Background: an optimization exercise with open tools, aiming at small area and a short achievable clock period. Do not read the settings as production practice.
Function was checked by simulation only, so behaviour that the tests miss may differ from the original.
Power and IR drop assume default switching activity.

== build 76 ==
==> flow/design.v (excerpt) <==
module top_level (
  input         clk_i,
  input         addsub_i,
  input  [31:0] data_a_i,
                data_b_i,
  output [31:0] result_o
);
clock: 6.0 ns
lec_check: 0
abc_area: 1
cap_margin: 20
core_margin: 2
core_utilization: 60
cts_buf_list: sky130_fd_sc_hd__clkbuf_8
place_density: 0.75
setup_slack_margin: 3.5
slew_margin: 20
standard.sh (not shown) runs the stock make flow with config.mk's settings and CLKGATE_MAP_FILE= SYNTH_SCRIPT=/design/flow/synth_recipe.tcl, a recipe that flattens the netlist after the stock synthesis.
==> flow/flow/run.sh <==
#!/bin/bash
# Standard ORFS layout (the standard.sh), with the port buffers made
# from buf_2 cells instead of the default delay-buffer cells.
export BUFFER_PORTS_ARGS="-buffer_cell sky130_fd_sc_hd__buf_2"
bash standard.sh > standard.log 2>&1
Build 76 closes out successfully: all stages finished, all timing, DRC and antenna checks passed.
Edits applied to the flow inputs when going from build 76 to build 21:
Settings: PLACE_DENSITY removed (was 0.75); SETUP_SLACK_MARGIN changed from 3.5 to 3.55; CTS_BUF_LIST removed (was sky130_fd_sc_hd__clkbuf_8).
### Flow results
In summary, build 76 completed successfully, with a layout that passed the timing, design-rule and antenna checks. Build 21 ran to completion and came out clean on the timing, design-rule and antenna checks. Overall power ends up lower on build 76. Build 21 against build 76: delay contributed by the slowest stage of the critical path lost 0.05 ns; non-clock buffer count lost 3.1%; design area picked up an extra about 2%; global-route usage over all layers picked up an extra 1.4 points.
diff inputs: build 21 => build 32
Settings: putting CTS_BUF_LIST at sky130_fd_sc_hd__clkbuf_8 where nothing was set; swapping 60 for 50 in CORE_UTILIZATION.
Findings:
The initial antenna violation count reported for build 32 is greater than that of build 21 by 2.
Cell area reported after detailed placement: higher on build 32
Build 21 -> build 32: worst hold path stage count delta 0, exact match
Sort build 32 and build 21 by total of cells resized after clock tree synthesis, ascending, and build 32 comes first.
Edits applied to the flow inputs when going from build 32 to build 68:
Settings: a change of CORE_UTILIZATION from 50 to 60.
## What came out
- There was hardly any difference in non-clock buffer share of cell area between build 68 and build 32.
- Re critical path depth: build 32 was lower than build 68.
- Lower minimum period implied by the final worst setup slack goes to build 68 over build 32.

* * *

alpha:
top_level, a different RTL version from the one above (not shown whole).
Size in the first run: ~250 flip-flops, about 98 I/O pins.
// top_level
module top_level (
  input         clk_i,
  input         addsub_i,
  input  [31:0] data_a_i,
                data_b_i,
  output [31:0] result_o
);
export LEC_CHECK = 0
export ABC_AREA = 1
export CAP_MARGIN = 20
export CORE_MARGIN = 2
export CORE_UTILIZATION = 60
export CTS_BUF_LIST = sky130_fd_sc_hd__clkbuf_8
export CTS_CLUSTER_DIAMETER = 60
export CTS_CLUSTER_SIZE = 20
export SETUP_SLACK_MARGIN = 3.6
export SLEW_MARGIN = 20
create_clock -name core_clock -period 6.0 [get_ports {clk_i}]
==> flow/flow/run.sh <==
#!/bin/bash
# Standard ORFS layout (the standard.sh), with the port buffers made
# from buf_1 cells instead of the default delay-buffer cells.
export BUFFER_PORTS_ARGS="-buffer_cell sky130_fd_sc_hd__buf_1"
bash standard.sh > standard.log 2>&1
The final layout from alpha, which completed every stage, passed the timing, design-rule and antenna checks at the end of the flow.
The inputs of beta differ from those of alpha as listed below.
-- flow/config.mk --
<<< alpha, line 11
export CORE_UTILIZATION = 60
export CTS_BUF_LIST = sky130_fd_sc_hd__clkbuf_8
export CTS_CLUSTER_DIAMETER = 60
export CTS_CLUSTER_SIZE = 20
export SETUP_SLACK_MARGIN = 3.6
export SLEW_MARGIN = 20
>>> beta, line 11
export CORE_UTILIZATION = 60
export CTS_BUF_LIST = sky130_fd_sc_hd__clkbuf_8
export CTS_CLUSTER_DIAMETER = 50
export CTS_CLUSTER_SIZE = 16
export SETUP_SLACK_MARGIN = 3.55
export SLEW_MARGIN = 20
Diff alpha -> beta: routed length on met3 rose 14%; total length of routed wires rose 1500 µm; register-to-register slack rose 0.02 ns.
Relative to beta, the following input files were edited for gamma:
==> flow/flow/run.sh <==
#!/bin/bash
# Standard ORFS layout (the standard.sh), with the port buffers made
# from buf_2 cells instead of the default delay-buffer cells.
export BUFFER_PORTS_ARGS="-buffer_cell sky130_fd_sc_hd__buf_2"
bash standard.sh > standard.log 2>&1
-- flow/config.mk --
<<< beta, line 11
export CORE_UTILIZATION = 60
export CTS_BUF_LIST = sky130_fd_sc_hd__clkbuf_8
export CTS_CLUSTER_DIAMETER = 50
export CTS_CLUSTER_SIZE = 16
export SETUP_SLACK_MARGIN = 3.55
export SLEW_MARGIN = 20
>>> gamma, line 11
export CORE_UTILIZATION = 60
export CTS_BUF_LIST = sky130_fd_sc_hd__clkbuf_8
export SETUP_SLACK_MARGIN = 3.6
export SLEW_MARGIN = 20
--- outcome ---
Summary of gamma over beta: final standard cell count with taps included and fillers excluded now larger; wire length went down; share of the cycle needed by the critical path after routing closely matched the old numbers; global routing usage on met1 went down. Compared to beta, gamma has number of cells on the worst reg-to-reg path 1 lower.
Changes in delta relative to gamma:
-- flow/config.mk --
<<< gamma, line 11
export CORE_UTILIZATION = 60
export CTS_BUF_LIST = sky130_fd_sc_hd__clkbuf_8
export SETUP_SLACK_MARGIN = 3.6
export SLEW_MARGIN = 20
>>> delta, line 11
export CORE_UTILIZATION = 60
export CTS_BUF_LIST = sky130_fd_sc_hd__clkbuf_8
export SETUP_SLACK_MARGIN = 3.55
export SLEW_MARGIN = 20
Findings:
- Critical path depth in cells on delta is up relative to gamma.
- Fill cell total of the finished layout: delta vs gamma up 17
- Post-detailed-routing wire length: delta vs gamma up about 1.9%
- Compared gamma against delta; total power draw within noise.
- On CTS H-tree depth, gamma tracks delta almost exactly.
- Total number of multi-input combinational cells essentially unchanged between delta and gamma.
- Between gamma and delta, the flow reports cell area decreasing slightly.

==> re-timing with driven ports <==
Ports are ideal in the flow. The routed layouts listed here were re-timed in OpenROAD. Step 1 assumes that a clkbuf_16 drives the clock port and a buf_2 every other input. Step 2, shift: input delay + t, output delay - t, t = (earliest + latest rising clock arrival at the registers) / 2. This alone moves slack from input paths to output paths. Three values: no drivers, after step 1, after step 2; two values: the first two.
| run | t, ns | setup WS [ns] | slew at the worst register clock pin (ns) |
|---|---|---|---|
| build 76 | 0.581 | 3.460 / 3.449 / 2.869 | 0.07 / 0.07 |
| build 21 | 0.582 | 3.551 / 3.570 / 2.988 | 0.06 / 0.06 |
| build 32 | 0.591 | 3.556 / 3.566 / 2.975 | 0.07 / 0.07 |
| build 68 | 0.581 | 3.578 / 3.590 / 3.009 | 0.07 / 0.07 |
| alpha | 0.570 | 3.621 / 3.621 / 3.140 | 0.11 / 0.11 |
| beta | 0.621 | 3.644 / 3.644 / 3.099 | 0.09 / 0.09 |
| gamma | 0.569 | 3.649 / 3.649 / 3.120 | 0.07 / 0.07 |
| delta | 0.581 | 3.653 / 3.653 / 3.117 | 0.07 / 0.07 |
After both steps every run listed still meets setup and hold. For build 76, which loses most, drivers alone change the setup slack by -0.011 ns; drivers and shift together by -0.591 ns.
